This is an optimization exercise on Yosys and OpenROAD, whose aim is small area, a short achievable clock period and few clock cycles, not a production implementation. In this exercise RTL edits were held to simulation tests only and were not proved equivalent to the original. Power figures rest on the tool's default switching activity, not on a simulated workload.

===== flow/design.v =====
module drawing_rectangle( input  wire        clk,
                      input  wire        rst,
                      input  wire        req,
                      output wire        ack,
                      output wire        busy,
                      input  wire [15:0] r0,  
                      input  wire [15:0] r1,  
                      input  wire [15:0] r2,  
                      input  wire [15:0] r3,  
                      input  wire [15:0] r4,  
                      input  wire [15:0] r5,
                      input  wire [15:0] r6,
                      input  wire [15:0] r7,
                      output wire        de_req,
                      input  wire        de_ack,
                      output wire [17:0] de_addr,
                      output wire  [3:0] de_nbyte,
                      output wire        de_rnw,
                      output wire [31:0] de_w_data,
                      input  wire [31:0] de_r_data );
reg        pre;         
reg        run;         
reg        ack_r;       
reg        rnw;         
reg [16:0] addr;        
reg  [7:0] stride;      
reg  [7:0] cnt;         
reg  [8:0] rows;        
reg        lw;          
reg  [3:0] nb;          
wire  [9:0] x = r0[9:0];
wire  [9:0] w = r2[9:0];
wire  [7:0] c_and = r4[15:8];
wire  [7:0] c_xor = r4[7:0];
wire [11:0] ys = {3'b000, rows} + {1'b0, rows, 2'b00} + {9'd0, cnt[2:0]};
wire [16:0] start_addr = {ys, x[6:2]};
wire  [9:0] sw = (10'd644 - {8'd0, x[1:0]}) - w;
wire  [1:0] xs = x[1:0];
wire  [1:0] xe = x[1:0] + w[1:0] - 2'd1;
wire fill = (c_and == 8'd0);
wire single = (stride == 8'd160);           
wire last_word = lw;
wire last_row = (rows == 9'd1);
wire step = run & de_ack;
wire done = step & ~rnw & last_word & last_row;
wire start = req & ~pre & ~run & ~ack_r;
wire  [7:0] inc = last_word ? stride : 8'd1;
wire [16:0] addr_next = addr + {9'd0, inc};
assign ack = ack_r;
assign busy = pre | run;
assign de_req = run;
assign de_rnw = rnw;
assign de_addr = {1'b0, addr};
wire [3:0] ms = 4'b1111 << (3'd4 - {1'b0, xs});    
wire [3:0] me = 4'b1111 >> ({1'b0, xe} + 3'd1);    
assign de_nbyte = nb;
assign de_w_data = (de_r_data & {4{c_and}}) ^ {4{c_xor}};
always @(posedge clk) begin
	if (rst) begin
		pre <= 1'b0;
		run <= 1'b0;
		ack_r <= 1'b0;
	end else begin
		ack_r <= done;
		pre <= start;
		if (pre) run <= 1'b1;
		else if (done) run <= 1'b0;
	end
end
always @(posedge clk) begin
	if (start) begin
		stride <= sw[9:2];
		rows <= r1[8:0];
		cnt <= {5'd0, x[9:7]};
	end else if (pre) begin
		addr <= start_addr;
		cnt <= stride;
		rows <= r3[8:0];
		lw <= single;
		nb <= ms | (single ? me : 4'b0000);
		rnw <= ~fill;
	end else if (step) begin
		if (rnw) rnw <= 1'b0;
		else begin
			rnw <= ~fill;
			addr <= addr_next;
			if (last_word) begin
				cnt <= stride;
				rows <= rows - 9'd1;
				lw <= single;
				nb <= ms | (single ? me : 4'b0000);
			end else begin
				cnt <= cnt + 8'd1;
				lw <= (cnt == 8'd159);
				nb <= (cnt == 8'd159) ? me : 4'b0000;
			end
		end
	end
end
endmodule

===== flow/flow/run.sh =====
#!/bin/bash
set -e
export BUFFER_PORTS_ARGS="-buffer_cell sky130_fd_sc_hd__buf_1"
bash standard.sh finish > standard.log 2>&1

===== flow/standard.sh =====
#!/bin/bash
# synth_recipe.tcl (not shown) runs the flow's synth.tcl, then flattens the netlist and writes it again
# the make line also repeats each setting of config.mk as NAME=value (left out here)
make -C /OpenROAD-flow-scripts/flow DESIGN_CONFIG=/design/flow/config.mk WORK_HOME=/design/flow/orfs CLKGATE_MAP_FILE= SYNTH_SCRIPT=/design/flow/synth_recipe.tcl "${@:-finish}"

===== flow/config.mk =====
export PLATFORM = sky130hd
export DESIGN_NAME = drawing_rectangle
export DESIGN_NICKNAME = drawing_rectangle
export VERILOG_FILES = /design/flow/design.v
export SDC_FILE = /design/flow/constraint.sdc
export NUM_CORES = 4
export LEC_CHECK = 0
export CAP_MARGIN = 20
export CORE_MARGIN = 2
export CORE_UTILIZATION = 40
export SETUP_SLACK_MARGIN = 3.2
export SLEW_MARGIN = 20

===== flow/constraint.sdc =====
create_clock -name core_clock -period 5.5 [get_ports {clk}]
set_input_delay 1.1000 -clock core_clock [delete_from_list [all_inputs] [get_ports {clk}]]
set_output_delay 1.1000 -clock core_clock [all_outputs]
set_load 0.01 [all_outputs]

==> metrics.cfg, run 1 <==
[cells_and_area]
drive_above_1_share_pct=38.4
layout.nets=856
diodes=0
syn_to_final_growth_pct=71.2
nFillCells=767
instances_no_fill=787
post-route-util_pct=71.0

[clocking]
clock_latency_ns=0.33
numCtsBuffers=5
cts_sinks=51
ctsHoldBuffers=0
htreeDepth=2
cts_tree=built
clk_pin_slew_ns=0.11
cts_max_path_buffers=2
clock-root-buffer=clkbuf_8

[timing]
clock.fmax_ghz=0.370
slew-limit-headroom_pct=45.9
finalHoldViolCount=0
rsz0062_at_grt=yes
fin_crit_ns=2.70
fin_worst_skew_ns=0.0100
post-route-period-util_pct=49.1
hold_ws_ns=0.527
final.setup.tns_ns=0
final-max-slew-violation-count=0
worstMarginPinSlew_ns=0.811
finalSetupViolCount=0

[synth]
synth_top_flop_cell=edfxtp_1
synth_warnings=1
ys_seq_area_share_pct=33.6
synth.avg_cell_area_um2=8.97
synth.top_cell.area_share_pct=29.9
syn_area_um2=4320
synthArstFlopShare_pct=0
ys_types=65
synth.largest_area_cell=edfxtp_1
synth_edf_count=43
synthTopCellsByArea=edfxtp_1 30%, ha_1 11%, xnor2_1 9.1%
syn-num-nets=688
ys_ff_latch=51
synthesis.instances=482

[place]
port_buffers=146
hpwl_mm=8.69
place_congestion=0.809
dp.cells=743

[route]
wl_per_cell_um=17.1
drt_iter0_markers=177
drtPass1Iterations=4
drc=0
vias=4247
wirelength_mm=13.5
viasPerCell=5.40
antenna_left=0

[global_route]
antenna_found_initial=0
grt_pass1_vias=4267
grt_pass1_wl_mm=20.8
globalRouteOverflowTotal=0
grtUsageTotal_pct=22.6
grt_max_degree=21

[critical_path]
r2r_cells=9
worstSetupPathType=reg2reg
worstPathArrival_ns=2.76
r2r-start=rows[0]$_DFFE_PP_
critPathCaptureType=flop
startpoint=rows[0]$_DFFE_PP_
startpoint_type=flop
required_ns=5.56
critPathMaxFanout=5

[min_path]
hold_path_startpoint=cnt[4]$_SDFFE_PP0P_
holdPathStages=2
min_path_type=reg2reg

[floorplan]
pin_count=222
start_util_pct=41.5
die_h_um=108
fp.coreArea_um2=10400
die_x_um=108
die_area_um2=11700
placementRows=37

[power]
total_power_mw=1.58
share_seq_of_total_power_pct=32.8
p_sw_share_pct=37.7
leakagePower_nw=2.89
p_switching_mw=0.594
ir_worst_vdd_uv=131
powerDensity_nw_per_um2=213
p_clk_share_pct=15.6
power_frac_comb_pct=51.7
internal_power_mw=0.981

[job]
maxCapViolations=0

[status]
status=no timing/DRC/antenna violations

[Yosys cell counts (all sizes together), types with 2 or more instances]
cell	count
xor2	13
mux2	2
fa	4
nor4b	3
mux2i	4
a22oi	3
a41oi	2
nor3	7
xnor2	45
a32o	2
a31oi	3
nand4	6
a21o	10
ha	38
a221o	2
and3	4
nand3b	2
inv	27
o31ai	2
buf	7
a21oi	25
nand2b	4
dfxtp	8
nor2	32
o21ai	31
or2	4
a211oi	7
o21a	4
and2	8
nand3	9
or4	4
nor2b	2
a311o	3
nor4	4
o211ai	11
or3	2
edfxtp	43
clkbuf	15
nand2	64
[path summary, 6_finish.rpt]
kind | endpoint | slack [ns]
setup reg to reg | addr[14]$_DFFE_PP_ | 2.80
hold / removal | cnt[4]$_SDFFE_PP0P_ | 0.53
hold reg to reg | cnt[4]$_SDFFE_PP0P_ | 0.53
setup / recovery | addr[14]$_DFFE_PP_ | 2.80
[state kept, by name, indices dropped and copies added (netlist names), 4 cells and up]
signal	flops
rows	9
cnt	8
stride	8
nb	4
addr	17
[layer usage]
layer | vias up | track usage (%) | wire length (µm)
li1 | 2073 | - | -
met1 | 2050 | 26.6 | 5180
met2 | 109 | 42.7 | 7520
met3 | 15 | 3.44 | 573
met4 | 0 | 5.40 | 201
met5 | - | 0 | 0
[timing repair]
item / CTS / global route
resized for setup: 281 / 41
setup endpoints to repair: 70 / 60
hold endpoints to repair: 0 / 0
buffers inserted: 22 / 9
cloned: 5 / 0
pin swaps: 76 / 19
[cell usage in the layout, fill, tap and decap left out, types with 4 or more instances in the layout]
cell type | netlist | layout
xnor2_4 | 0 | 32
nand4_1 | 6 | 6
nand3_1 | 9 | 8
dfxtp_1 | 8 | 7
ha_4 | 0 | 8
edfxtp_1 | 43 | 43
and2_1 | 8 | 8
o211ai_1 | 11 | 11
xor2_1 | 13 | 13
xnor2_1 | 45 | 13
o21ai_0 | 29 | 22
nand2_8 | 0 | 32
buf_12 | 0 | 4
a21oi_2 | 0 | 4
buf_16 | 0 | 5
nor3_1 | 7 | 6
buf_4 | 1 | 59
mux2i_1 | 4 | 4
nor2_1 | 31 | 31
clkbuf_8 | 0 | 5
a21oi_1 | 25 | 21
buf_1 | 1 | 62
inv_2 | 0 | 4
buf_8 | 0 | 8
buf_2 | 4 | 7
buf_6 | 1 | 34
a21o_1 | 9 | 9
inv_1 | 27 | 21
ha_1 | 38 | 29
o21ai_2 | 0 | 6
nand2_1 | 64 | 31
o21a_1 | 4 | 4
and3_1 | 4 | 4
[per-stage QoR]
step	worst slack, ns	area, µm²
2_1_floorplan	2.76	5280
3_3_place_gp	2.36	5730
3_5_place_dp	2.33	5730
4_1_cts	2.82	7090
5_1_grt	2.72	7400
6_report	2.80	7400
[critical path: stages (launching register included)]
cell and delay (ns):
edfxtp_1 0.51, inv_2 0.08, fa_1 0.52, inv_2 0.07, fa_2 0.34, a21o_1 0.21, a221o_1 0.34, nand2_1 0.09
xor2_1 0.18, o211ai_1 0.10
[area by class of cell]
type,count,area (µm²),share of cell area [%]
Tap cell,136,170,2.30
Inverter,28,116,1.57
Sequential cell,51,1460,19.7
Multi-Input combinational cell,381,4050,54.8
Timing Repair Buffer,181,1500,20.2
Timing Repair inverter,2,12.5,0.169
Clock inverter,3,27.5,0.372
Clock buffer,5,68.8,0.930
[power by group through the flow]
stage                     registers [mW]  logic (mW)  clock network (mW)
final                              0.516       0.814               0.245
after global routing               0.521       0.883               0.262
after CTS                          0.515       0.747               0.251
after detailed placement           0.528       0.590                   0
after global placement             0.526       0.577                   0
after floorplan                    0.517       0.465                   0
[cells by family after synthesis]
group,synth area share [%]
AO/OA/AOI/OAI,17.4
XOR/XNOR,11.8
adder cells (fa/ha/maj),12.9
buffers and inverters,4.72
flip-flops,33.6
multiplexers,1.45
other,0.0868
AND/OR/NAND/NOR,18.1
Testbench counts, summed over its fixed seeds: cycles 1,857,174.
==> run 2, diff against run 1 <==
--- a/flow/config.mk
+++ b/flow/config.mk
@@ -8,5 +8,5 @@
 export CAP_MARGIN = 20
 export CORE_MARGIN = 2
 export CORE_UTILIZATION = 40
-export SETUP_SLACK_MARGIN = 3.2
+export SETUP_SLACK_MARGIN = 2.6
 export SLEW_MARGIN = 20
==> run 2 against run 1 <==
Effect of this change:
- non-clock buffer count down 25
- die area unchanged
- highest routed layer unchanged
- largest power group is now registers
- worst setup slack worse by 0.13 ns
- worst hold slack about the same
- clock-buffer cell count unchanged
- flip-flop and latch count unchanged
- first-iteration DRC count up 0.56%
- still clean
- sequential share of layout area up 8.4 points
==> metrics.cfg, run 2 <==
[status]
status=no timing/DRC/antenna violations

[route]
drt_iter0_markers=178
drc=0
antenna_left=0
wirelength_mm=11.0
wl_met3_um=609
drtPass1Iterations=4
vias=3952
route.met2.wl_mm=5.27
routed.top_layer=met4
wl_per_cell_um=14.4
wl_met1_mm=4.91
viasPerCell=5.20

[global_route]
grtUsageTotal_pct=18.9
grt_pass1_wl_mm=17.6
grt_max_degree=41
grt_pass1_vias=3782
antenna_found_initial=0
globalRouteOverflowTotal=0

[power]
p_switching_mw=0.464
p_clk_share_pct=23.7
p_sw_share_pct=34.6
leakagePower_nw=2.00
internal_power_mw=0.877
powerDensity_nw_per_um2=259
power_frac_comb_pct=37.9
share_seq_of_total_power_pct=38.4
ir_worst_vdd_uv=107
total_power_mw=1.34

[floorplan]
fp.coreArea_um2=10400
placementRows=37
pin_count=222
die_area_um2=11700
die_h_um=108
die_x_um=108
start_util_pct=41.5

[timing]
slew-limit-headroom_pct=42.3
final-max-slew-violation-count=0
fin_worst_skew_ns=0.0133
worstMarginPinSlew_ns=0.865
fin_crit_ns=2.83
finalSetupViolCount=0
final.setup.tns_ns=0
clock.fmax_ghz=0.354
post-route-period-util_pct=51.4
layout_setup_ws_ns=2.67
finalHoldViolCount=0
rsz0062_at_grt=yes

[critical_path]
r2r_cells=9
worstPathArrival_ns=1.73
startpoint_type=primary input
required_ns=4.40
critPathCaptureType=output port
worstSetupPathType=in2out
critPathMaxFanout=4

[cells_and_area]
nFillCells=1036
syn_to_final_growth_pct=19.6
layout.nets=829
drive_above_1_share_pct=5.93
layout_common_cells=142 x buf_1, 64 x nand2_1, 45 x xnor2_1, 43 x edfxtp_1, 38 x ha_1
largest_register_ffs=17
final_common_cell=buf_1
post-route-util_pct=49.6
top_regs=addr: 17 flops, rows: 9 flops
diodes=0
top_register=addr

[job]
maxCapViolations=0

[synth]
synth_edf_count=43
synthArstFlopShare_pct=0
synthTopCellsByCount=64 x nand2_1, 45 x xnor2_1, 43 x edfxtp_1
ys_seq_area_share_pct=33.6
synthTopCellsByArea=edfxtp_1 30%, ha_1 11%, xnor2_1 9.1%
ys_ff_latch=51
synth.avg_cell_area_um2=8.97
yosysMostFrequentCell=nand2_1
syn_area_um2=4320
synth_warnings=1
synthesis.instances=482
synth.top_cell.area_share_pct=29.9
ys_types=65
synth.largest_area_cell=edfxtp_1
syn-num-nets=688
synth_top_flop_cell=edfxtp_1

[clocking]
cts_sinks=51
cts_max_path_buffers=2
clk_pin_slew_ns=0.11
ctsHoldBuffers=0
numCtsBuffers=5
clock-root-buffer=clkbuf_8
cts_tree=built
htreeDepth=2
clock_latency_ns=0.32

[place]
place_ws_ns=2.29
port_buffers=146
place_congestion=0.813
hpwl_mm=8.76

[min_path]
holdPathStages=2
min_path_type=reg2reg

run 2: cell counts after synthesis:
Identical to the previous run, type by type.
run 2: area by class of cell:
type | count | area, µm² | share of cell area (%)
clock buffer | 5 | 68.8 | 1.33
clock inverter | 3 | 67.6 | 1.31
inverter | 28 | 105 | 2.03
multi-input combinational | 381 | 2680 | 51.8
sequential | 51 | 1450 | 28.1
tap | 136 | 170 | 3.29
timing repair buffer | 156 | 628 | 12.1
run 2: worst paths after layout:
kind / slack (ns) / end / start
hold reg to reg: 0.53 / cnt[4]$_SDFFE_PP0P_ / cnt[4]$_SDFFE_PP0P_
hold / removal: 0.53 / cnt[4]$_SDFFE_PP0P_ / cnt[4]$_SDFFE_PP0P_
setup / recovery: 2.67 / de_w_data[2] / r4[2]
setup reg to reg: 2.79 / addr[14]$_DFFE_PP_ / rows[2]$_DFFE_PP_
run 2: power groups by stage:
stage | Sequential (mW) | Combinational, mW | Clock [mW]
after global routing | 0.521 | 0.576 | 0.337
after global placement | 0.525 | 0.487 | 0
after detailed placement | 0.525 | 0.495 | 0
after floorplan | 0.517 | 0.366 | 0
after CTS | 0.516 | 0.500 | 0.324
final | 0.515 | 0.508 | 0.318
run 2: cells by family (layout without fill, tap and decap cells):
logic type	count (synthesis)	count (layout)	share of synthesized area, %
other cells	1	1	0.0868
simple gates	160	160	18.1
flops	51	51	33.6
compound gates	114	114	17.4
mux	6	6	1.45
buf+inv	50	192	4.72
fa+ha+maj	42	42	12.9
xor+xnor	58	58	11.8
run 2: worst max-delay path, stage by stage:
cell and delay [ns]:
buf_1 0.26, xnor2_1 0.16, buf_1 0.20
run 2: routing by layer:
layer	vias up	track usage (%)
met3	10	3.01
met5	-	0
met2	139	32.4
met4	0	5.40
met1	1793	24.6
li1	2010	-
run 2: repair_timing:
item,4_1_cts,5_1_grt
resized for setup,0,6
setup buffers,0,7
endpoints found under the setup margin,0,16
run 2: per-stage QoR:
stage               hold slack, ns  area, µm²  std cells
detailed placement           0.508       4970        745
CTS                          0.523       5100        753
floorplan                    0.477       4330        482
global route                 0.543       5170        760
finish                       0.528       5170        760
global placement             0.496       4970        745
==> run 3, diff against run 2 <==
--- a/flow/config.mk
+++ b/flow/config.mk
@@ -8,5 +8,5 @@
 export CAP_MARGIN = 20
 export CORE_MARGIN = 2
 export CORE_UTILIZATION = 40
-export SETUP_SLACK_MARGIN = 2.6
+export SETUP_SLACK_MARGIN = 2.4
 export SLEW_MARGIN = 20
==> run 3 against run 2 <==
Effect of this change:
- final cell count decreased by 1.1%
- synthesized cell count did not move
- via count down 0.33%
- fmax is 1.3% lower
- register-to-register slack worse by 0.13 ns
- still clean
- clock skew hardly changed
- worst hold slack improved by 0.0014 ns
- highest routed layer unchanged
- global-route usage fell by 0.40 points
- worst setup slack worse by 0.038 ns
- clock-buffer cell count stayed put
==> metrics.cfg, run 3 <==
[clocking]
clock_latency_ns=0.32
clock-root-buffer=clkbuf_8
numCtsBuffers=5
htreeDepth=2
post_cts_buffers=0
cts_tree=built
cts_sinks=51
cts_max_path_buffers=2
clk_pin_slew_ns=0.10

[synth]
synth.top_cell.area_share_pct=29.9
synth.avg_cell_area_um2=8.97
ys_types=65
syn-num-nets=688
synthArstFlopShare_pct=0
ys_seq_area_share_pct=33.6
synth_edf_count=43
synthesis.instances=482
syn_area_um2=4320
synth_top_flop_cell=edfxtp_1
ys_ff_latch=51
synthTopCellsByArea=edfxtp_1 30%, ha_1 11%, xnor2_1 9.1%
yosysMostFrequentCell=nand2_1
synth_warnings=1
synthTopCellsByCount=64 x nand2_1, 45 x xnor2_1, 43 x edfxtp_1
synth.largest_area_cell=edfxtp_1

[floorplan]
start_util_pct=41.5
die_area_um2=11700
fp.coreArea_um2=10400
die_h_um=108
pin_count=222
placementRows=37
die_x_um=108

[global_route]
grt_pass1_vias=3810
grtUsageTotal_pct=18.5
grt_pass1_wl_mm=17.5
antenna_found_initial=0
grt_max_degree=41
globalRouteOverflowTotal=0

[timing]
rsz0062_at_grt=no
clock.fmax_ghz=0.349
worstMarginPinSlew_ns=0.839
fin_crit_ns=2.87
final.setup.tns_ns=0
finalHoldViolCount=0
finalSetupViolCount=0
slew-limit-headroom_pct=44.0
fin_worst_skew_ns=0.0136
final-max-slew-violation-count=0
post-route-period-util_pct=52.1
hold_ws_ns=0.529

[power]
powerDensity_nw_per_um2=253
ir_worst_vdd_uv=123
leakagePower_nw=1.94
total_power_mw=1.29

[route]
drc=0
wirelength_mm=10.8
drt_iter0_markers=251
drtPass1Iterations=4
viasPerCell=5.24
wl_per_cell_um=14.3
vias=3939
antenna_left=0

[critical_path]
r2r_cells=9
startpoint=r4[8]
critPathCaptureType=output port
startpoint_type=primary input
endpoint=de_w_data[8]
critPathMaxFanout=5
cp_slowest_stage_delay_ns=0.21
worstPathArrival_ns=1.77
crit_path_frequent_cell=buf_1
crit_path_cell_trace=buf_1, nand2_1, xnor2_1, buf_1
crit_slowest_cell=buf_1
required_ns=4.40
r2r-start=rows[0]$_DFFE_PP_
worstSetupPathType=in2out
r2r_end=addr[14]$_DFFE_PP_
ff2ff_setup_slack_ns=2.66

[cells_and_area]
final_area_um2=5080
top_register=addr
layout_common_cells=146 x buf_1, 64 x nand2_1, 45 x xnor2_1, 43 x edfxtp_1, 38 x ha_1
syn_to_final_growth_pct=17.6
final_common_cell=buf_1
nFillCells=1030
diodes=0
top_regs=addr: 17 flops, rows: 9 flops
drive_above_1_share_pct=4.06
largest_register_ffs=17
layout.nets=821
instances_no_fill=752

[place]
place_congestion=0.819
dp.cells=744
place_area_um2=4960
hpwl_mm=8.58
port_buffers=146

[status]
status=no timing/DRC/antenna violations

[job]
maxCapViolations=0

[min_path]
min_path_type=reg2reg

## run 3: cells by family after synthesis
family	count (synthesis)	share of synthesized area, %
AO/OA/AOI/OAI	114	17.4
AND/OR/NAND/NOR	160	18.1
XOR/XNOR	58	11.8
other	1	0.0868
multiplexers	6	1.45
buffers and inverters	50	4.72
flip-flops	51	33.6
adder cells (fa/ha/maj)	42	12.9
## run 3: worst max-delay path: cells and delay by family
kind          cells  cell delay, ns
simple gates      1            0.10
buf+inv           2            0.38
xor+xnor          1            0.18
## run 3: repair_timing
action,CTS,global route
endpoints found under the setup margin,3,2
hold buffers,0,0
gates resized for setup,1,2
## run 3: per-layer routing
| layer | track usage (%) | wire, µm | vias to the layer above |
|---|---|---|---|
| met5 | 0 | 0 | - |
| met4 | 5.13 | 193 | 0 |
| met3 | 2.95 | 624 | 13 |
| met2 | 32.8 | 5120 | 132 |
| met1 | 23.2 | 4820 | 1801 |
| li1 | - | - | 1993 |
## run 3: how the worst min path moves through the flow
| stage | to | depth (start not counted) | slack [ns] | start |
|---|---|---|---|---|
| after global placement | cnt[3]$_SDFFE_PP0P_ | 2 | 0.50 | cnt[3]$_SDFFE_PP0P_ |
| final | cnt[4]$_SDFFE_PP0P_ | 2 | 0.53 | cnt[4]$_SDFFE_PP0P_ |
| after detailed placement | cnt[3]$_SDFFE_PP0P_ | 2 | 0.51 | cnt[3]$_SDFFE_PP0P_ |
| after CTS | cnt[4]$_SDFFE_PP0P_ | 2 | 0.53 | cnt[4]$_SDFFE_PP0P_ |
| after floorplan | cnt[3]$_SDFFE_PP0P_ | 2 | 0.48 | cnt[3]$_SDFFE_PP0P_ |
| after global routing | cnt[3]$_SDFFE_PP0P_ | 2 | 0.57 | cnt[3]$_SDFFE_PP0P_ |
## run 3: cell type report
type | count | area (µm²) | share of cell area [%]
inverter | 28 | 106 | 2.09
tap | 136 | 170 | 3.35
clock inverter | 3 | 46.3 | 0.911
multi-input combinational | 381 | 2680 | 52.6
timing repair buffer | 148 | 563 | 11.1
sequential | 51 | 1450 | 28.6
clock buffer | 5 | 68.8 | 1.35
## run 3: per-stage QoR
step	utilization [%]	setup WS, ns
3_3_place_gp	47.6	2.08
5_1_grt	48.8	2.47
2_1_floorplan	-	2.59
4_1_cts	48.7	2.58
3_5_place_dp	47.6	2.00
6_report	48.8	2.63
## run 3: power by group
| group | switching, mW | internal (mW) | total (mW) |
|---|---|---|---|
| logic | 0.280 | 0.214 | 0.494 |
| clock network | 0.137 | 0.137 | 0.275 |
| registers | 0.0435 | 0.475 | 0.518 |
| total | 0.461 | 0.826 | 1.29 |
==> run 4, diff against run 3 <==
--- a/flow/config.mk
+++ b/flow/config.mk
@@ -7,6 +7,6 @@
 export LEC_CHECK = 0
 export CAP_MARGIN = 20
 export CORE_MARGIN = 2
-export CORE_UTILIZATION = 40
-export SETUP_SLACK_MARGIN = 2.4
+export CORE_UTILIZATION = 60
+export SETUP_SLACK_MARGIN = 2.8
 export SLEW_MARGIN = 20
==> run 4 against run 3 <==
Effect of this change:
- critical path depth is 5 higher
- worst setup slack better by 0.15 ns
- critical endpoint is now stride[7]$_DFFE_PP_
- clock-buffer cell count grew 1
- synthesized cell count unchanged
==> metrics.cfg, run 4 <==
[status]
status=no timing/DRC/antenna violations

[synth]
synthTopCellsByCount=64 x nand2_1, 45 x xnor2_1, 43 x edfxtp_1
synth.avg_cell_area_um2=8.97
synthArstFlopShare_pct=0
synth_edf_count=43
synthTopCellsByArea=edfxtp_1 30%, ha_1 11%, xnor2_1 9.1%
ys_seq_area_share_pct=33.6
ys_ff_latch=51
synth_warnings=1
yosysMostFrequentCell=nand2_1
synth.largest_area_cell=edfxtp_1
ys_types=65
synthesis.instances=482
synth.top_cell.area_share_pct=29.9
syn-num-nets=688
synth_top_flop_cell=edfxtp_1
syn_area_um2=4320

[timing]
finalHoldViolCount=0
fin_crit_ns=2.72
post-route-period-util_pct=49.5
clock.fmax_ghz=0.368
slew-limit-headroom_pct=52.1
finalSetupViolCount=0
worstMarginPinSlew_ns=0.718
final.setup.tns_ns=0
rsz0062_at_grt=yes
final-max-slew-violation-count=0
fin_worst_skew_ns=0.0142

[clocking]
cts_tree=built
htreeDepth=2
clock-root-buffer=clkbuf_8
cts_max_path_buffers=2
clock_latency_ns=0.31
clk_pin_slew_ns=0.10
numCtsBuffers=5
ctsHoldBuffers=0
cts_sinks=51

[cells_and_area]
diodes=0
top_regs=addr: 17 flops, rows: 9 flops
largest_register_ffs=17
top_register=addr
final_area_um2=5370
layout_common_cells=99 x buf_1, 57 x nand2_1, 43 x edfxtp_1, 38 x xnor2_1, 36 x ha_1
final_common_cell=buf_1
layout.nets=830
syn_to_final_growth_pct=24.2
nFillCells=499
drive_above_1_share_pct=17.3
post-route-util_pct=78.2

[critical_path]
worstSetupPathType=in2reg
required_ns=5.55
startpoint_type=primary input
ff2ff_setup_slack_ns=2.91
worstPathArrival_ns=2.77
critPathCaptureType=flop
critPathMaxFanout=4

[global_route]
grt_max_degree=40
antenna_found_initial=1
globalRouteOverflowTotal=0
grt_pass1_wl_mm=17.8
grtUsageTotal_pct=28.8
grt_pass1_vias=4005

[floorplan]
fp.coreArea_um2=6870
die_area_um2=7900
start_util_pct=62.9
die_h_um=88.9
die_x_um=88.9
pin_count=222
placementRows=30

[route]
drtPass1Iterations=4
wirelength_mm=11.7
viasPerCell=5.75
antenna_left=0
wl_per_cell_um=16.2
drc=0
vias=4143
drt_iter0_markers=181

[place]
place_congestion=0.891
port_buffers=146
place_area_um2=4950
hpwl_mm=8.70

[min_path]
min_path_type=reg2reg

[power]
leakagePower_nw=2.20
powerDensity_nw_per_um2=250
ir_worst_vdd_uv=118

[job]
maxCapViolations=0

[run 4: worst paths after layout]
kind	from	to	cells after the start
hold / removal	cnt[4]$_SDFFE_PP0P_	cnt[4]$_SDFFE_PP0P_	2
setup / recovery	r0[1]	stride[7]$_DFFE_PP_	9
hold reg to reg	cnt[4]$_SDFFE_PP0P_	cnt[4]$_SDFFE_PP0P_	2
setup reg to reg	rows[0]$_DFFE_PP_	addr[14]$_DFFE_PP_	9
[run 4: power by group]
part	total, mW	internal [mW]	switching [mW]
sequential	0.514	0.474	0.0394
combinational	0.546	0.244	0.302
clock	0.281	0.150	0.131
total	1.34	0.868	0.472
[run 4: what timing repair did]
item | in CTS | in global routing
endpoints found under the hold margin | 0 | 0
pin swaps | 5 | 17
endpoints found under the setup margin | 71 | 39
resized for setup | 42 | 54
setup buffers | 3 | 6
[run 4: per-stage QoR]
stage	power, mW	setup slack (ns)	std cells	hold slack [ns]
after global routing	1.43	2.75	721	0.574
after floorplan	0.886	2.76	482	0.477
final	1.34	2.78	721	0.520
after global placement	1.01	2.10	704	0.496
after CTS	1.31	2.80	715	0.518
after detailed placement	1.02	2.10	704	0.503
[run 4: kinds of logic after synthesis]
kind of cell	count (synthesis)	synth area share, %
adders and majority gates	42	12.9
muxes	6	1.45
buffers and inverters	50	4.72
xor gates and xnor gates	58	11.8
other	1	0.0868
AOI/OAI and AO/OA	114	17.4
DFF	51	33.6
and+or+nand+nor	160	18.1
[run 4: area by class of cell]
cell class	instances	area, µm²	area share [%]
clock buffers	6	82.6	1.54
flip-flops and latches	51	1450	27.0
multi-input cells	381	2820	52.6
inverters	28	111	2.07
repair buffers	157	742	13.8
clock inverters	2	38.8	0.722
well taps	96	120	2.24
[run 4: critical path, cell delays in order]
cell	delay, ns
buf_2	0.14
ha_4	0.29
nor2b_4	0.04
fa_2	0.37
a211oi_4	0.31
o21ai_2	0.10
a21oi_2	0.18
or4_1	0.16
nand3_2	0.07
[run 4: per-layer routing]
layer,vias to the layer above,share of wire [%],GRT usage [%]
met5,-,0.10,0
met2,191,51,52.3
met3,37,6.4,4.76
met4,2,3.6,12.0
met1,1895,39,33.4
li1,2018,-,-
==> run 5, diff against run 4 <==
--- a/flow/config.mk
+++ b/flow/config.mk
@@ -7,6 +7,7 @@
 export LEC_CHECK = 0
 export CAP_MARGIN = 20
 export CORE_MARGIN = 2
-export CORE_UTILIZATION = 60
-export SETUP_SLACK_MARGIN = 2.8
+export CORE_UTILIZATION = 40
+export GPL_TIMING_DRIVEN = 0
+export SETUP_SLACK_MARGIN = 2.6
 export SLEW_MARGIN = 20
==> run 5 against run 4 <==
Effect of this change:
- clock-buffer cell count shrank 1
- clock power shrank 18%
- flip-flop and latch count is the same
- wire length decreased by 1.9%
- worst setup slack worse by 0.13 ns
- utilization decreased by 29 points
- still clean on timing, DRC and antenna
- total power decreased by 5.6%
- cell area decreased by 3.8%
- sequential power hardly changed
==> metrics.cfg, run 5 <==
[status]
status=no timing/DRC/antenna violations

[synth]
synth.top_cell.area_share_pct=29.9
ys_ff_latch=51
ys_types=65
synth_edf_count=43
synth.largest_area_cell=edfxtp_1
yosysMostFrequentCell=nand2_1
syn-num-nets=688
syn_area_um2=4320
synthesis.instances=482
synth_warnings=1
synthTopCellsByArea=edfxtp_1 30%, ha_1 11%, xnor2_1 9.1%
synthTopCellsByCount=64 x nand2_1, 45 x xnor2_1, 43 x edfxtp_1
synth.avg_cell_area_um2=8.97
synth_top_flop_cell=edfxtp_1
synthArstFlopShare_pct=0
ys_seq_area_share_pct=33.6

[cells_and_area]
syn_to_final_growth_pct=19.5
final_common_cell=buf_1
top_regs=addr: 17 flops, rows: 9 flops
drive_above_1_share_pct=6.64
nFillCells=1041
top_register=addr
layout.nets=838
multiInputGateArea_um2=2680
layout_common_cells=134 x buf_1, 64 x nand2_1, 45 x xnor2_1, 43 x edfxtp_1, 38 x ha_1
diodes=0
seq_area_um2=1450
largest_register_ffs=17
final_area_um2=5170

[place]
hpwl_mm=9.33
place_area_um2=5010
port_buffers=138
place_ws_ns=2.04
place_congestion=0.853

[global_route]
busiest_layer=met2
antenna_found_initial=0
globalRouteOverflowTotal=0
grtUsageTotal_pct=19.9
grt_pass1_wl_mm=18.6
grt_use_met3_pct=3.56
met1_usage_pct=24.6
grt_max_degree=30
gr-usage-met2_pct=35.1
grt_pass1_vias=4074

[route]
drt_iter0_markers=227
viasPerCell=5.23
wl_per_cell_um=14.9
vias=4020
antenna_left=0
drc=0
wirelength_mm=11.4
drtPass1Iterations=4

[timing]
finalHoldViolCount=0
rsz0062_at_grt=yes
finalSetupViolCount=0
clock.fmax_ghz=0.350
fin_worst_skew_ns=0.00566
final.setup.tns_ns=0
fin_crit_ns=2.85
post-route-period-util_pct=51.9
worstMarginPinSlew_ns=0.827
layout_setup_ws_ns=2.65
final-max-slew-violation-count=0
hold_ws_ns=0.537
slew-limit-headroom_pct=44.5

[power]
ir_worst_vdd_uv=114
total_power_mw=1.26
powerDensity_nw_per_um2=245
internal_power_mw=0.792
p_switching_mw=0.472
p_sw_share_pct=37.4
share_seq_of_total_power_pct=40.8
p_clk_share_pct=18.2
power_frac_comb_pct=41.0
leakagePower_nw=2.00

[clocking]
clock-root-buffer=clkbuf_8
cts_sinks=51
htreeDepth=2
clk_pin_slew_ns=0.10
cts_max_path_buffers=2
numCtsBuffers=5
clock_latency_ns=0.31
cts_tree=built

[min_path]
hold_end=cnt[3]$_SDFFE_PP0P_
min_path_type=reg2reg
holdPathStages=2
hold_path_startpoint=cnt[3]$_SDFFE_PP0P_

[floorplan]
die_h_um=108
fp.coreArea_um2=10400
pin_count=222
start_util_pct=41.5
die_x_um=108
placementRows=37
die_area_um2=11700

[critical_path]
worstPathArrival_ns=1.75
startpoint_type=primary input
r2r_end=addr[15]$_DFFE_PP_
ff2ff_setup_slack_ns=2.78
critPathMaxFanout=5
worstSetupPathType=in2out
r2r_cells=9
r2r-start=rows[0]$_DFFE_PP_
required_ns=4.40
critPathCaptureType=output port

[job]
maxCapViolations=0

[run 5: cell counts after synthesis]
No cell type changed its count.
[run 5: area by class of cell]
type                       instances  area share [%]
sequential                        51            28.1
timing repair buffer             143            10.9
tap                              136            3.29
inverter                          28            2.06
clock inverter                     3           0.460
clock buffer                       5            1.33
buffer                            22            1.94
multi-input combinational        381            51.9
[run 5: worst max-delay path by stage]
stage	slack (ns)	end	start
floorplan	2.65	stride[7]$_DFFE_PP_	r0[0]
global placement	2.00	cnt[1]$_DFFE_PP_	de_ack
detailed placement	2.04	cnt[1]$_DFFE_PP_	de_ack
CTS	2.61	de_w_data[2]	r4[10]
global route	2.59	addr[15]$_DFFE_PP_	rows[0]$_DFFE_PP_
finish	2.65	de_w_data[6]	r4[14]
[run 5: critical path: stages]
cell     delay [ns]
buf_1          0.19
nand2_1        0.09
xnor2_1        0.20
buf_1          0.17
[run 5: logic make-up after synthesis]
| logic type | Yosys count | synth area share [%] |
|---|---|---|
| flip-flops | 51 | 33.6 |
| XOR/XNOR | 58 | 11.8 |
| AND/OR/NAND/NOR | 160 | 18.1 |
| AO/OA/AOI/OAI | 114 | 17.4 |
| adder cells (fa/ha/maj) | 42 | 12.9 |
| multiplexers | 6 | 1.45 |
| other | 1 | 0.0868 |
| buffers and inverters | 50 | 4.72 |
[run 5: power by group through the flow]
stage / Clock, mW / Sequential [mW] / Combinational [mW]
floorplan: 0 / 0.517 / 0.366
global placement: 0 / 0.525 / 0.493
detailed placement: 0 / 0.526 / 0.502
CTS: 0.237 / 0.517 / 0.508
global route: 0.253 / 0.522 / 0.587
finish: 0.231 / 0.515 / 0.519
[run 5: what timing repair did]
action                                  in CTS  in global routing
resized for setup                            2                 10
pin swaps                                    0                  2
hold endpoints to repair                     0                  0
hold buffers                                 0                  0
buffers inserted                             0                  5
endpoints found under the setup margin      12                 20
[run 5: routing by layer]
| layer | up-vias | part of all wire, % |
|---|---|---|
| li1 | 2030 | - |
| met1 | 1817 | 44 |
| met5 | - | 0 |
| met4 | 0 | 2.2 |
| met2 | 154 | 48 |
| met3 | 19 | 5.9 |
[run 5: metrics by stage]
step	std cells	util [%]
finish	769	49.6
global route	769	49.6
CTS	764	49.1
detailed placement	756	48.1
global placement	756	48.1
floorplan	482	-
==> run 6, diff against run 5 <==
--- a/flow/config.mk
+++ b/flow/config.mk
@@ -5,9 +5,8 @@
 export SDC_FILE = /design/flow/constraint.sdc
 export NUM_CORES = 4
 export LEC_CHECK = 0
-export CAP_MARGIN = 20
+export CAP_MARGIN = 0
 export CORE_MARGIN = 2
 export CORE_UTILIZATION = 40
-export GPL_TIMING_DRIVEN = 0
 export SETUP_SLACK_MARGIN = 2.6
-export SLEW_MARGIN = 20
+export SLEW_MARGIN = 0
==> run 6 against run 5 <==
Effect of this change:
- largest cell class unchanged
- via count down 1.7%
- combinational power decreased by 2%
- global-route usage down 1.0 points
- sequential share of layout area about the same
- clock skew up 0.0077 ns
- total power rose by 6.0%
- worst setup slack improved by 0.026 ns
- critical path depth decreased by 1
- synthesized cell count stayed put
- clock-buffer cell count unchanged
- worst hold slack lost 0.0090 ns
==> metrics.cfg, run 6 <==
[status]
status=no timing/DRC/antenna violations

[route]
drt_iter0_markers=178
antenna_left=0
drc=0
wl_met1_mm=4.91
drtPass1Iterations=4
vias=3952
viasPerCell=5.20
route.met2.wl_mm=5.27
routed.top_layer=met4
wirelength_mm=11.0
wl_met3_um=609
wl_per_cell_um=14.4

[synth]
syn-num-nets=688
synth_warnings=1
synthesis.instances=482
synthTopCellsByCount=64 x nand2_1, 45 x xnor2_1, 43 x edfxtp_1
synth.largest_area_cell=edfxtp_1
synth.avg_cell_area_um2=8.97
syn_area_um2=4320
ys_ff_latch=51
synth_top_flop_cell=edfxtp_1
synthArstFlopShare_pct=0
synth.top_cell.area_share_pct=29.9
synthTopCellsByArea=edfxtp_1 30%, ha_1 11%, xnor2_1 9.1%
ys_seq_area_share_pct=33.6
ys_types=65
synth_edf_count=43
yosysMostFrequentCell=nand2_1

[timing]
final-max-slew-violation-count=0
fin_crit_ns=2.83
layout_setup_ws_ns=2.67
rsz0062_at_grt=yes
post-route-period-util_pct=51.4
final.setup.tns_ns=0
finalSetupViolCount=0
finalHoldViolCount=0
clock.fmax_ghz=0.354
slew-limit-headroom_pct=42.3
worstMarginPinSlew_ns=0.865
fin_worst_skew_ns=0.0133

[critical_path]
required_ns=4.40
critPathMaxFanout=4
worstPathArrival_ns=1.73
worstSetupPathType=in2out
r2r-start=rows[2]$_DFFE_PP_
startpoint=r4[2]
ff2ff_setup_slack_ns=2.79
critPathCaptureType=output port
startpoint_type=primary input

[cells_and_area]
top_regs=addr: 17 flops, rows: 9 flops
layout.nets=829
top_register=addr
syn_to_final_growth_pct=19.6
post-route-util_pct=49.6
drive_above_1_share_pct=5.93
final_common_cell=buf_1
diodes=0
layout_common_cells=142 x buf_1, 64 x nand2_1, 45 x xnor2_1, 43 x edfxtp_1, 38 x ha_1
largest_register_ffs=17

[clocking]
clock-root-buffer=clkbuf_8
cts_tree=built
htreeDepth=2
numCtsBuffers=5
clock_latency_ns=0.32
ctsHoldBuffers=0
cts_max_path_buffers=2
clk_pin_slew_ns=0.11
cts_sinks=51

[global_route]
antenna_found_initial=0
globalRouteOverflowTotal=0
grt_max_degree=41
grt_pass1_wl_mm=17.6
grt_pass1_vias=3782
grtUsageTotal_pct=18.9

[power]
powerDensity_nw_per_um2=259
ir_worst_vdd_uv=107
total_power_mw=1.34
leakagePower_nw=2.00

[place]
place_congestion=0.813
hpwl_mm=8.76
port_buffers=146
place_ws_ns=2.29

[floorplan]
fp.coreArea_um2=10400
placementRows=37
pin_count=222
start_util_pct=41.5
die_area_um2=11700
die_x_um=108
die_h_um=108

[min_path]
hold_path_startpoint=cnt[4]$_SDFFE_PP0P_
min_path_type=reg2reg

[job]
maxCapViolations=0

run 6: per-layer routing:
| metal | GRT usage [%] | vias up |
|---|---|---|
| met3 | 3.01 | 10 |
| met4 | 5.40 | 0 |
| li1 | - | 2010 |
| met5 | 0 | - |
| met2 | 32.4 | 139 |
| met1 | 24.6 | 1793 |
run 6: through the flow:
stage / hold WS [ns] / instances / cell area, µm²
after floorplan: 0.477 / 482 / 4330
final: 0.528 / 760 / 5170
after global placement: 0.496 / 745 / 4970
after detailed placement: 0.508 / 745 / 4970
after CTS: 0.523 / 753 / 5100
after global routing: 0.543 / 760 / 5170
run 6: repair_timing:
item                                    CTS  global route
setup buffers                             0             7
resized for setup                         0             6
endpoints found under the setup margin    0            16
run 6: worst max-delay path: stages:
cell	delay [ns]
buf_1	0.26
xnor2_1	0.16
buf_1	0.20
run 6: layout make-up:
cell class                      instances  area [µm²]
Tap cell                              136         170
Clock buffer                            5        68.8
Clock inverter                          3        67.6
Inverter                               28         105
Timing Repair Buffer                  156         628
Fill cell                            1036        5250
Sequential cell                        51        1450
Multi-Input combinational cell        381        2680
run 6: power breakdown:
part | leakage [nW] | switching (mW) | internal, mW
logic | 1.47 | 0.287 | 0.221
clock network | 0.0644 | 0.137 | 0.182
registers | 0.472 | 0.0408 | 0.474
run 6: cell families (layout without fill, tap and decap cells):
family	after synthesis	in the layout	share of synthesized area, %
adders and majority gates	42	42	12.9
buffers and inverters	50	192	4.72
and+or+nand+nor	160	160	18.1
other	1	1	0.0868
xor gates and xnor gates	58	58	11.8
DFF	51	51	33.6
AOI/OAI and AO/OA	114	114	17.4
muxes	6	6	1.45
run 6: path summary, 6_finish.rpt:
kind	end	depth (start not counted)
hold / removal	cnt[4]$_SDFFE_PP0P_	2
hold reg to reg	cnt[4]$_SDFFE_PP0P_	2
setup reg to reg	addr[14]$_DFFE_PP_	9
setup / recovery	de_w_data[2]	3
==> run 7, diff against run 6 <==
--- a/flow/config.mk
+++ b/flow/config.mk
@@ -5,8 +5,8 @@
 export SDC_FILE = /design/flow/constraint.sdc
 export NUM_CORES = 4
 export LEC_CHECK = 0
-export CAP_MARGIN = 0
+export CAP_MARGIN = 20
 export CORE_MARGIN = 2
 export CORE_UTILIZATION = 40
-export SETUP_SLACK_MARGIN = 2.6
-export SLEW_MARGIN = 0
+export SETUP_SLACK_MARGIN = 1.5
+export SLEW_MARGIN = 20
==> run 7 against run 6 <==
Effect of this change:
- wire length is 2.4% lower
- worst setup slack lost 0.094 ns
- clock power decreased by 14%
- non-clock buffer count decreased by 7
- sequential power hardly changed
- worst hold slack improved by 0.0026 ns
- critical path depth rose by 7
- first-iteration DRC count rose by 17%
- combinational power fell by 3%
- global-route usage decreased by 0.40 points
- utilization fell by 0.68 points
- critical path type is now in2reg
==> metrics.cfg, run 7 <==
[timing]
clock.fmax_ghz=0.342
finalHoldViolCount=0
slew-limit-headroom_pct=44.4
final.setup.tns_ns=0
rsz0062_at_grt=no
fin_worst_skew_ns=0.0128
final-max-slew-violation-count=0
layout_setup_ws_ns=2.58
finalSetupViolCount=0
worstMarginPinSlew_ns=0.834
post-route-period-util_pct=53.1
fin_crit_ns=2.92

[critical_path]
cp_slowest_stage_delay_ns=0.40
r2r_cells=8
required_ns=5.57
path_buf_inv=2
crit_slowest_cell=fa_1
worstPathArrival_ns=2.99
startpoint_type=primary input
r2r_end=addr[8]$_DFFE_PP_
r2r-start=lw$_DFFE_PP_
critPathMaxFanout=3
crit_path_cell_trace=buf_1, inv_1, ha_1, nor2b_1, fa_1, a211oi_1, o21ai_0, a21oi_1, or4_1, nand3_1
ff2ff_setup_slack_ns=2.62
crit_family=compound AO/OA/AOI/OAI gates
critPathCaptureType=flop
worstSetupPathType=in2reg

[global_route]
antenna_found_initial=0
grtUsageTotal_pct=18.5
grt_use_met3_pct=2.95
grt_pass1_wl_mm=17.5
gr-usage-met2_pct=32.8
met1_usage_pct=23.2
grt_pass1_vias=3810
busiest_layer=met2
grt_max_degree=41
globalRouteOverflowTotal=0

[route]
drtPass1Iterations=4
wl_per_cell_um=14.2
drt_iter0_markers=208
wirelength_mm=10.7
antenna_left=0
vias=3928
drc=0
viasPerCell=5.22

[synth]
yosysMostFrequentCell=nand2_1
synth.avg_cell_area_um2=8.97
synthArstFlopShare_pct=0
synth.largest_area_cell=edfxtp_1
synth_warnings=1
synthTopCellsByCount=64 x nand2_1, 45 x xnor2_1, 43 x edfxtp_1
ys_seq_area_share_pct=33.6
synthesis.instances=482
synth.top_cell.area_share_pct=29.9
synth_edf_count=43
ys_ff_latch=51
ys_types=65
syn_area_um2=4320
synth_top_flop_cell=edfxtp_1
syn-num-nets=688
synthTopCellsByArea=edfxtp_1 30%, ha_1 11%, xnor2_1 9.1%

[floorplan]
pin_count=222
start_util_pct=41.5
fp.coreArea_um2=10400
die_area_um2=11700
placementRows=37
die_x_um=108
die_h_um=108

[clocking]
post_cts_buffers=0
clk_pin_slew_ns=0.10
cts_sinks=51
cts_resized=0
cts_max_path_buffers=2
cts_tree=built
clock_latency_ns=0.32
numCtsBuffers=5
htreeDepth=2
clock-root-buffer=clkbuf_8
ctsHoldBuffers=0

[min_path]
hold_path_startpoint=cnt[4]$_SDFFE_PP0P_
hold_end=cnt[4]$_SDFFE_PP0P_
holdPathStages=2
min_path_type=reg2reg

[cells_and_area]
top_register=addr
diodes=0
layout.nets=822
final_common_cell=buf_1
layout_common_cells=146 x buf_1, 64 x nand2_1, 45 x xnor2_1, 43 x edfxtp_1, 38 x ha_1
syn_to_final_growth_pct=18.0
largest_register_ffs=17
multiInputGateArea_um2=2670
nFillCells=1026
seq_area_um2=1450
top_regs=addr: 17 flops, rows: 9 flops
drive_above_1_share_pct=3.73

[power]
total_power_mw=1.29
ir_worst_vdd_uv=128
leakagePower_nw=1.95
powerDensity_nw_per_um2=252

[place]
port_buffers=146
hpwl_mm=8.58
place_ws_ns=2.00
place_congestion=0.819

[status]
status=no timing/DRC/antenna violations

[job]
maxCapViolations=0

-- run 7: changes by cell type in the layout (fill, tap and decap cells not counted), moves of 2 or more --
cell	change
buf_1	+4
a21oi_2	-2
a21oi_1	+2
buf_4	-8
clkbuf_2	-4
-- run 7: cell families after synthesis --
logic type	Yosys count	synth area share [%]
AND/OR/NAND/NOR	160	18.1
flip-flops	51	33.6
buffers and inverters	50	4.72
other	1	0.0868
AO/OA/AOI/OAI	114	17.4
multiplexers	6	1.45
XOR/XNOR	58	11.8
adder cells (fa/ha/maj)	42	12.9
-- run 7: worst max-delay path by stage --
stage	from	to	slack [ns]	cells after the start
3_5_place_dp	de_ack	cnt[2]$_DFFE_PP_	2.00	6
2_1_floorplan	r0[0]	stride[7]$_DFFE_PP_	2.59	9
3_3_place_gp	de_ack	cnt[2]$_DFFE_PP_	2.08	6
4_1_cts	de_ack	cnt[1]$_DFFE_PP_	2.33	6
5_1_grt	r0[0]	stride[7]$_DFFE_PP_	2.35	10
6_report	r0[0]	stride[7]$_DFFE_PP_	2.58	10
-- run 7: layout make-up --
| type | instances | share of cell area, % |
|---|---|---|
| inverter | 28 | 2.06 |
| clock buffer | 5 | 1.35 |
| sequential | 51 | 28.5 |
| multi-input combinational | 381 | 52.3 |
| clock inverter | 3 | 0.908 |
| timing repair buffer | 149 | 11.6 |
| tap | 136 | 3.34 |
-- run 7: where the power goes --
| group | internal [mW] | switching, mW | leakage (nW) |
|---|---|---|---|
| registers | 0.474 | 0.0434 | 0.472 |
| clock network | 0.137 | 0.137 | 0.0548 |
| logic | 0.216 | 0.279 | 1.42 |
-- run 7: tightest hold or removal path, stage by stage, from the launching register on --
cell     delay, ns
dfxtp_1       0.35
nand3_1       0.07
o21ai_0       0.07
-- run 7: per-stage QoR --
step	area (µm²)	std cells	hold slack, ns	utilization [%]
final	5100	753	0.530	48.9
after global placement	4960	744	0.495	47.6
after global routing	5100	753	0.570	48.9
after CTS	5070	752	0.525	48.7
after floorplan	4320	482	0.477	-
after detailed placement	4960	744	0.509	47.6
-- run 7: metal layers --
metal	vias to the layer above	wire, µm
li1	1997	-
met1	1780	4770
met2	140	5100
met3	11	642
met4	0	189
met5	-	0
==> run 8, diff against run 7 <==
--- a/flow/config.mk
+++ b/flow/config.mk
@@ -7,6 +7,6 @@
 export LEC_CHECK = 0
 export CAP_MARGIN = 20
 export CORE_MARGIN = 2
-export CORE_UTILIZATION = 40
-export SETUP_SLACK_MARGIN = 1.5
+export CORE_UTILIZATION = 50
+export SETUP_SLACK_MARGIN = 2.6
 export SLEW_MARGIN = 20
==> run 8 against run 7 <==
Effect of this change:
- sequential share of layout area rose by 0.11 points
- largest power group unchanged
- synthesized cell count unchanged
- critical path type is now in2out
- worst hold slack better by 0.0030 ns
- clock skew down 0.0062 ns
==> metrics.cfg, run 8 <==
[cells_and_area]
top_register=addr
syn_to_final_growth_pct=17.5
post-route-util_pct=61.2
final_common_cell=buf_1
layout_common_cells=141 x buf_1, 64 x nand2_1, 44 x xnor2_1, 43 x edfxtp_1, 38 x ha_1
diodes=0
drive_above_1_share_pct=5.96
top_regs=addr: 17 flops, rows: 9 flops
layout.nets=826
nFillCells=721
largest_register_ffs=17
final_area_um2=5080

[floorplan]
start_util_pct=52.1
die_x_um=97.0
placementRows=33
die_area_um2=9400
fp.coreArea_um2=8300
die_h_um=97.0
pin_count=222

[clocking]
htreeDepth=2
clock_latency_ns=0.31
cts_sinks=51
cts_max_path_buffers=2
cts_tree=built
clk_pin_slew_ns=0.11
numCtsBuffers=5
clock-root-buffer=clkbuf_8

[place]
place_area_um2=4930
hpwl_mm=8.74
port_buffers=146
place_congestion=0.830

[synth]
ys_ff_latch=51
ys_seq_area_share_pct=33.6
synth_warnings=1
synth_edf_count=43
ys_types=65
synth_top_flop_cell=edfxtp_1
synthTopCellsByCount=64 x nand2_1, 45 x xnor2_1, 43 x edfxtp_1
syn-num-nets=688
synth.top_cell.area_share_pct=29.9
synthArstFlopShare_pct=0
synth.avg_cell_area_um2=8.97
synthesis.instances=482
synthTopCellsByArea=edfxtp_1 30%, ha_1 11%, xnor2_1 9.1%
syn_area_um2=4320
yosysMostFrequentCell=nand2_1
synth.largest_area_cell=edfxtp_1

[route]
wirelength_mm=11.0
drc=0
viasPerCell=5.42
wl_per_cell_um=15.1
antenna_left=0
drtPass1Iterations=5
drt_iter0_markers=136
vias=3938

[critical_path]
crit_slowest_cell=xnor2_1
cp_slowest_stage_delay_ns=0.21
crit_path_cell_trace=buf_1, nand2_1, xnor2_1, buf_1
worstSetupPathType=in2out
required_ns=4.40
worstPathArrival_ns=1.75
startpoint_type=primary input
critPathCaptureType=output port
critPathMaxFanout=5
crit_path_frequent_cell=buf_1

[timing]
finalHoldViolCount=0
worstMarginPinSlew_ns=0.791
clock.fmax_ghz=0.351
final-max-slew-violation-count=0
final.setup.tns_ns=0
finalSetupViolCount=0
post-route-period-util_pct=51.8
fin_worst_skew_ns=0.00655
slew-limit-headroom_pct=47.2
fin_crit_ns=2.85
rsz0062_at_grt=no
hold_ws_ns=0.533

[global_route]
globalRouteOverflowTotal=0
grt_pass1_vias=4032
grtUsageTotal_pct=23.4
grt_max_degree=41
antenna_found_initial=0
grt_pass1_wl_mm=18.4

[min_path]
min_path_type=reg2reg

[status]
status=no timing/DRC/antenna violations

[power]
leakagePower_nw=1.97
total_power_mw=1.26
ir_worst_vdd_uv=155
powerDensity_nw_per_um2=247

[job]
maxCapViolations=0

## run 8: stage by stage
stage / setup slack, ns / std cells
after CTS: 2.61 / 722
after detailed placement: 2.27 / 714
after global placement: 2.27 / 714
final: 2.65 / 726
after floorplan: 2.65 / 482
after global routing: 2.58 / 726
## run 8: report_power, final
group / switching [mW] / internal [mW] / leakage [nW]
clock: 0.144 / 0.0932 / 0.0452
sequential: 0.0406 / 0.474 / 0.472
combinational: 0.284 / 0.220 / 1.45
total: 0.469 / 0.788 / 1.97
## run 8: logic make-up after synthesis
group / Yosys count / synth area share, %
AO/OA/AOI/OAI: 114 / 17.4
XOR/XNOR: 58 / 11.8
adder cells (fa/ha/maj): 42 / 12.9
buffers and inverters: 50 / 4.72
flip-flops: 51 / 33.6
multiplexers: 6 / 1.45
other: 1 / 0.0868
AND/OR/NAND/NOR: 160 / 18.1
## run 8: area by class of cell
cell class / count / area, µm² / area share, %
tap: 105 / 131 / 2.59
sequential: 51 / 1450 / 28.6
timing repair buffer: 153 / 607 / 11.9
multi-input combinational: 381 / 2690 / 52.9
clock inverter: 3 / 25.0 / 0.493
inverter: 28 / 109 / 2.14
clock buffer: 5 / 68.8 / 1.36
## run 8: final timing paths
| kind | end | depth (start not counted) | start | slack, ns |
|---|---|---|---|---|
| worst min-delay path | cnt[3]$_SDFFE_PP0P_ | 2 | cnt[3]$_SDFFE_PP0P_ | 0.53 |
| worst min register to register | cnt[3]$_SDFFE_PP0P_ | 2 | cnt[3]$_SDFFE_PP0P_ | 0.53 |
| worst max-delay path | de_w_data[17] | 4 | r4[9] | 2.65 |
| worst max register to register | addr[14]$_DFFE_PP_ | 9 | rows[0]$_DFFE_PP_ | 2.76 |
## run 8: worst max-delay path, delay by kind of cell
| family | cells | cell delay (ns) |
|---|---|---|
| buffers and inverters | 2 | 0.34 |
| XOR/XNOR | 1 | 0.21 |
| AND/OR/NAND/NOR | 1 | 0.09 |
## run 8: layer usage
metal	vias up	part of all wire, %	track usage, %
met5	-	0	0
met4	0	1.6	6.61
met3	17	5.9	4.19
met2	133	51	42.9
met1	1788	41	27.9
li1	2000	-	-
## run 8: repair_timing
| item | in CTS | in global routing |
|---|---|---|
| endpoints found under the setup margin | 2 | 14 |
| pin swaps | 1 | 2 |
| hold buffers | 0 | 0 |
| resized for setup | 3 | 7 |
| setup buffers | 0 | 4 |
==> run 9, diff against run 8 <==
--- a/flow/config.mk
+++ b/flow/config.mk
@@ -7,6 +7,6 @@
 export LEC_CHECK = 0
 export CAP_MARGIN = 20
 export CORE_MARGIN = 2
-export CORE_UTILIZATION = 50
+export CORE_UTILIZATION = 30
 export SETUP_SLACK_MARGIN = 2.6
 export SLEW_MARGIN = 20
==> run 9 against run 8 <==
Effect of this change:
- non-clock buffer count shrank 2
- clock power grew about 70%
- clock skew barely moved
- die area rose by 64%
- combinational power about the same
- critical path type unchanged
==> metrics.cfg, run 9 <==
[timing]
clock.fmax_ghz=0.354
post-route-period-util_pct=51.4
final.setup.tns_ns=0
rsz0062_at_grt=yes
finalHoldViolCount=0
finalSetupViolCount=0
slew-limit-headroom_pct=51.2
worstMarginPinSlew_ns=0.732
fin_crit_ns=2.83
final-max-slew-violation-count=0
fin_worst_skew_ns=0.00704

[cells_and_area]
final_common_cell=buf_1
top_regs=addr: 17 flops, rows: 9 flops
diodes=0
top_register=addr
largest_register_ffs=17
syn_to_final_growth_pct=21.7
layout.nets=824
layout_common_cells=142 x buf_1, 64 x nand2_1, 43 x xnor2_1, 43 x edfxtp_1, 38 x ha_1
post-route-util_pct=37.6
drive_above_1_share_pct=5.65
nFillCells=1440

[clocking]
clock-root-buffer=clkbuf_16
ctsHoldBuffers=0
clock_latency_ns=0.29
cts_tree=built
clk_pin_slew_ns=0.07
cts_sinks=51
cts_max_path_buffers=2
htreeDepth=2
numCtsBuffers=5

[critical_path]
critPathMaxFanout=5
crit_path_cell_trace=buf_1, nand2_1, xnor2_1, buf_1
cp_slowest_stage_delay_ns=0.19
worstPathArrival_ns=1.73
required_ns=4.40
startpoint_type=primary input
critPathCaptureType=output port
worstSetupPathType=in2out
crit_slowest_cell=xnor2_1
crit_path_frequent_cell=buf_1

[synth]
muxShareOfSynthArea_pct=1.45
synthesis.instances=482
syn-num-nets=688
yosysMostFrequentCell=nand2_1
synth_simple_gate_area_share_pct=18.1
synth_compound_area_share_pct=17.4
ys_types=65
synth_edf_count=43
synthArstFlopShare_pct=0
synth.top_cell.area_share_pct=29.9
ys_seq_area_share_pct=33.6
synthTopCellsByCount=64 x nand2_1, 45 x xnor2_1, 43 x edfxtp_1
synth_top_flop_cell=edfxtp_1
synth.largest_area_cell=edfxtp_1
syn_area_um2=4320
synth_warnings=1
synthTopCellsByArea=edfxtp_1 30%, ha_1 11%, xnor2_1 9.1%
synth_xor_area_share_pct=11.8
synth.avg_cell_area_um2=8.97
synthAdderAreaFrac_pct=12.9
ys_ff_latch=51
synth_top_family_by_area=simple AND/OR/NAND/NOR gates

[min_path]
min_path_type=reg2reg

[floorplan]
die_h_um=124
die_x_um=124
die_area_um2=15400
placementRows=43
pin_count=222
start_util_pct=30.9
fp.coreArea_um2=14000

[route]
viasPerCell=4.88
wirelength_mm=11.0
antenna_left=0
drtPass1Iterations=4
drc=0
drt_iter0_markers=186
wl_per_cell_um=13.7
vias=3902

[global_route]
antenna_found_initial=0
grt_max_degree=41
globalRouteOverflowTotal=0
grt_pass1_vias=3791
grt_pass1_wl_mm=17.6
grtUsageTotal_pct=14.2

[power]
powerDensity_nw_per_um2=270
ir_worst_vdd_uv=122
leakagePower_nw=2.01

[place]
hpwl_mm=8.75
place_congestion=0.767
port_buffers=146

[status]
status=no timing/DRC/antenna violations

[job]
maxCapViolations=0

## run 9: cell counts after synthesis
No cell type changed its count.
## run 9: routing by layer
| layer | up-vias | global-route usage (%) | share of wire (%) |
|---|---|---|---|
| li1 | 1999 | - | - |
| met2 | 96 | 24.1 | 48 |
| met5 | - | 0 | 0 |
| met3 | 7 | 2.79 | 5.5 |
| met4 | 0 | 3.51 | 0.91 |
| met1 | 1800 | 18.5 | 45 |
## run 9: through the flow
stage	total power [mW]	hold WS, ns	std cells	area, µm²	setup WS, ns
after floorplan	0.883	0.477	482	4330	2.65
after global placement	1.01	0.498	788	5020	2.14
after detailed placement	1.02	0.512	788	5020	2.10
after CTS	1.43	0.518	796	5220	2.61
after global routing	1.52	0.551	799	5260	2.52
final	1.42	0.520	799	5260	2.67
## run 9: logic make-up after synthesis
group	count (synthesis)
AO/OA/AOI/OAI	114
other	1
buffers and inverters	50
flip-flops	51
XOR/XNOR	58
adder cells (fa/ha/maj)	42
AND/OR/NAND/NOR	160
multiplexers	6
## run 9: report_power, final
part	internal (mW)	leakage, nW	switching (mW)
clock	0.261	0.0911	0.142
combinational	0.219	1.45	0.284
sequential	0.475	0.472	0.0403
total	0.955	2.01	0.466
## run 9: what timing repair did
action,4_1_cts,5_1_grt
setup endpoints to repair,13,22
resized for setup,3,7
pin swaps,0,2
buffers inserted,0,3
## run 9: layout make-up
cell class / instances / area (µm²) / share of cell area (%)
multi-input combinational: 381 / 2690 / 51.2
sequential: 51 / 1450 / 27.6
timing repair buffer: 151 / 591 / 11.2
tap: 180 / 225 / 4.28
clock buffer: 6 / 129 / 2.45
inverter: 28 / 110 / 2.09
clock inverter: 2 / 60.1 / 1.14
## run 9: worst paths after layout
check	endpoint	depth (start not counted)	slack, ns	from
worst max-delay path	de_w_data[16]	4	2.67	r4[8]
worst min-delay path	cnt[4]$_SDFFE_PP0P_	2	0.52	cnt[4]$_SDFFE_PP0P_
worst max register to register	addr[14]$_DFFE_PP_	9	2.78	cnt[2]$_DFFE_PP_
worst min register to register	cnt[4]$_SDFFE_PP0P_	2	0.52	cnt[4]$_SDFFE_PP0P_
## run 9: worst max-delay path: cells and delay by family
family | cells | cell delay [ns]
simple gates | 1 | 0.10
xor+xnor | 1 | 0.19
buf+inv | 2 | 0.34
==> run 10, diff against run 9 <==
--- a/flow/config.mk
+++ b/flow/config.mk
@@ -7,6 +7,6 @@
 export LEC_CHECK = 0
 export CAP_MARGIN = 20
 export CORE_MARGIN = 2
-export CORE_UTILIZATION = 30
-export SETUP_SLACK_MARGIN = 2.6
+export CORE_UTILIZATION = 40
+export SETUP_SLACK_MARGIN = 2.8
 export SLEW_MARGIN = 20
==> run 10 against run 9 <==
Effect of this change:
- critical path depth fell by 1
- sequential share of layout area shrank 0.67 points
- clock power fell by 43%
- die area fell by 24%
- sequential power about the same
- utilization rose by 14 points
- global-route usage up 5.0 points
- still clean on timing, DRC and antenna
- fmax up 4.4%
==> metrics.cfg, run 10 <==
[floorplan]
die_h_um=108
die_x_um=108
die_area_um2=11700
start_util_pct=41.5
placementRows=37
fp.coreArea_um2=10400
pin_count=222

[place]
port_buffers=146
hpwl_mm=8.86
dp.cells=744
place_congestion=0.795

[timing]
finalHoldViolCount=0
finalSetupViolCount=0
final-max-slew-violation-count=0
slew-limit-headroom_pct=51.2
worstMarginPinSlew_ns=0.731
final.setup.tns_ns=0
rsz0062_at_grt=yes
fin_worst_skew_ns=0.0101
clock.fmax_ghz=0.369
post-route-period-util_pct=49.3
fin_crit_ns=2.71

[synth]
syn_area_um2=4320
synthesis.instances=482
synth_top_flop_cell=edfxtp_1
synthArstFlopShare_pct=0
synth_top_family_by_area=simple AND/OR/NAND/NOR gates
synthTopCellsByCount=64 x nand2_1, 45 x xnor2_1, 43 x edfxtp_1
synth_warnings=1
synth_edf_count=43
synth.top_cell.area_share_pct=29.9
synth_xor_area_share_pct=11.8
synth.avg_cell_area_um2=8.97
ys_ff_latch=51
syn-num-nets=688
synth_simple_gate_area_share_pct=18.1
yosysMostFrequentCell=nand2_1
ys_types=65
synth.largest_area_cell=edfxtp_1
synthTopCellsByArea=edfxtp_1 30%, ha_1 11%, xnor2_1 9.1%
synth_compound_area_share_pct=17.4
synthAdderAreaFrac_pct=12.9
ys_seq_area_share_pct=33.6
muxShareOfSynthArea_pct=1.45

[min_path]
hold_path_startpoint=cnt[3]$_SDFFE_PP0P_
holdPathStages=2
hold_end=cnt[3]$_SDFFE_PP0P_
min_path_type=reg2reg

[global_route]
grt_pass1_vias=3911
globalRouteOverflowTotal=0
antenna_found_initial=0
grt_pass1_wl_mm=18.0
grt_max_degree=42
grtUsageTotal_pct=19.2

[clocking]
clock-root-buffer=clkbuf_8
cts_sinks=51
numCtsBuffers=5
clk_pin_slew_ns=0.10
htreeDepth=2
cts_tree=built
ctsHoldBuffers=0
clock_latency_ns=0.31
cts_max_path_buffers=2

[critical_path]
worstSetupPathType=in2out
worstPathArrival_ns=1.61
r2r_cells=9
r2r-start=cnt[2]$_DFFE_PP_
ff2ff_setup_slack_ns=2.87
r2r_end=addr[14]$_DFFE_PP_
critPathMaxFanout=4
startpoint_type=primary input
required_ns=4.40
critPathCaptureType=output port

[route]
drtPass1Iterations=5
antenna_left=0
wl_per_cell_um=14.9
drc=0
vias=3987
viasPerCell=5.22
drt_iter0_markers=205
wirelength_mm=11.4

[cells_and_area]
layout_common_cells=97 x buf_1, 55 x nand2_1, 43 x edfxtp_1, 40 x xnor2_1, 36 x ha_1
top_register=addr
final_common_cell=buf_1
largest_register_ffs=17
top_regs=addr: 17 flops, rows: 9 flops
syn_to_final_growth_pct=24.8
drive_above_1_share_pct=18.0
layout.nets=832
instances_no_fill=764

[power]
powerDensity_nw_per_um2=241
leakagePower_nw=2.17
ir_worst_vdd_uv=131

[status]
status=no timing/DRC/antenna violations

[job]
maxCapViolations=0

run 10: cell counts after synthesis:
No cell type changed its count.
run 10: metrics by stage:
stage	power [mW]	area, µm²	hold WS [ns]	util, %	worst slack (ns)
2_1_floorplan	0.886	4370	0.477	-	2.76
3_3_place_gp	1.02	5000	0.493	48.0	2.11
3_5_place_dp	1.03	5000	0.516	48.0	2.03
4_1_cts	1.28	5250	0.538	50.4	2.80
5_1_grt	1.38	5390	0.567	51.7	2.75
6_report	1.30	5390	0.531	51.8	2.79
run 10: worst max-delay path, cell delays in order:
cell	delay [ns]
buf_2	0.14
xnor2_1	0.19
clkbuf_2	0.17
run 10: power by group:
part	leakage, nW	internal, mW	total [mW]	switching, mW
registers	0.472	0.474	0.512	0.0375
clock network	0.0418	0.0919	0.230	0.138
logic	1.66	0.252	0.556	0.303
total	2.17	0.818	1.30	0.479
run 10: how the worst max path moves through the flow:
stage	depth (start not counted)	slack (ns)	start	end
floorplan	8	2.76	r2[1]	stride[7]$_DFFE_PP_
global placement	6	2.11	de_ack	cnt[0]$_DFFE_PP_
detailed placement	6	2.03	de_ack	cnt[0]$_DFFE_PP_
CTS	4	2.80	r4[8]	de_w_data[16]
global route	4	2.75	r4[11]	de_w_data[19]
finish	3	2.79	r4[0]	de_w_data[0]
run 10: what timing repair did:
item                                    in CTS  in global routing
pin swaps                                    7                 15
endpoints found under the setup margin      72                 33
resized for setup                           55                 46
setup buffers                                4                  7
run 10: logic make-up after synthesis:
logic type	after synthesis
xor gates and xnor gates	58
adders and majority gates	42
other	1
DFF	51
and+or+nand+nor	160
AOI/OAI and AO/OA	114
muxes	6
buffers and inverters	50
run 10: final cells by class:
class / instances / area [µm²]
diodes: 1 / 2.50
repair buffers: 159 / 757
clock buffers: 6 / 72.6
clock inverters: 2 / 16.3
inverters: 28 / 110
multi-input cells: 381 / 2810
fillers: 1044 / 5020
flip-flops and latches: 51 / 1450
well taps: 136 / 170
run 10: routing by layer:
layer | up-vias | wire length [µm] | GRT usage (%)
met4 | 0 | 93 | 4.58
li1 | 2013 | - | -
met3 | 6 | 697 | 3.01
met2 | 136 | 5900 | 36.0
met5 | - | 0 | 0
met1 | 1832 | 4730 | 22.9

## port drivers added, routing unchanged
Ports are ideal in the flow. The routed layouts listed here were re-timed in OpenROAD. Step 1, drivers: a clkbuf_16 drives clk and a buf_2 each remaining input, both assumed. Step 2 times the ports against the registers' clock, not the clock port: input delays grow and output delays shrink by t, the midpoint of the rising clock arrivals with the driver on. Slacks: ideal ports / drivers / drivers and shift; pairs: ideal ports / drivers.
run | shift t [ns] | setup WS [ns]
run 1 | 0.350 | 2.798 / 2.728 / 2.685
run 2 | 0.345 | 2.673 / 2.618 / 2.375
run 3 | 0.337 | 2.635 / 2.572 / 2.317
run 4 | 0.335 | 2.780 / 2.752 / 2.450
run 5 | 0.339 | 2.646 / 2.611 / 2.414
run 6 | 0.345 | 2.673 / 2.618 / 2.375
run 7 | 0.337 | 2.579 / 2.578 / 2.248
run 8 | 0.342 | 2.651 / 2.601 / 2.348
run 9 | 0.326 | 2.672 / 2.650 / 2.362
run 10 | 0.339 | 2.791 / 2.750 / 2.561
After both steps every run listed still meets setup and hold.
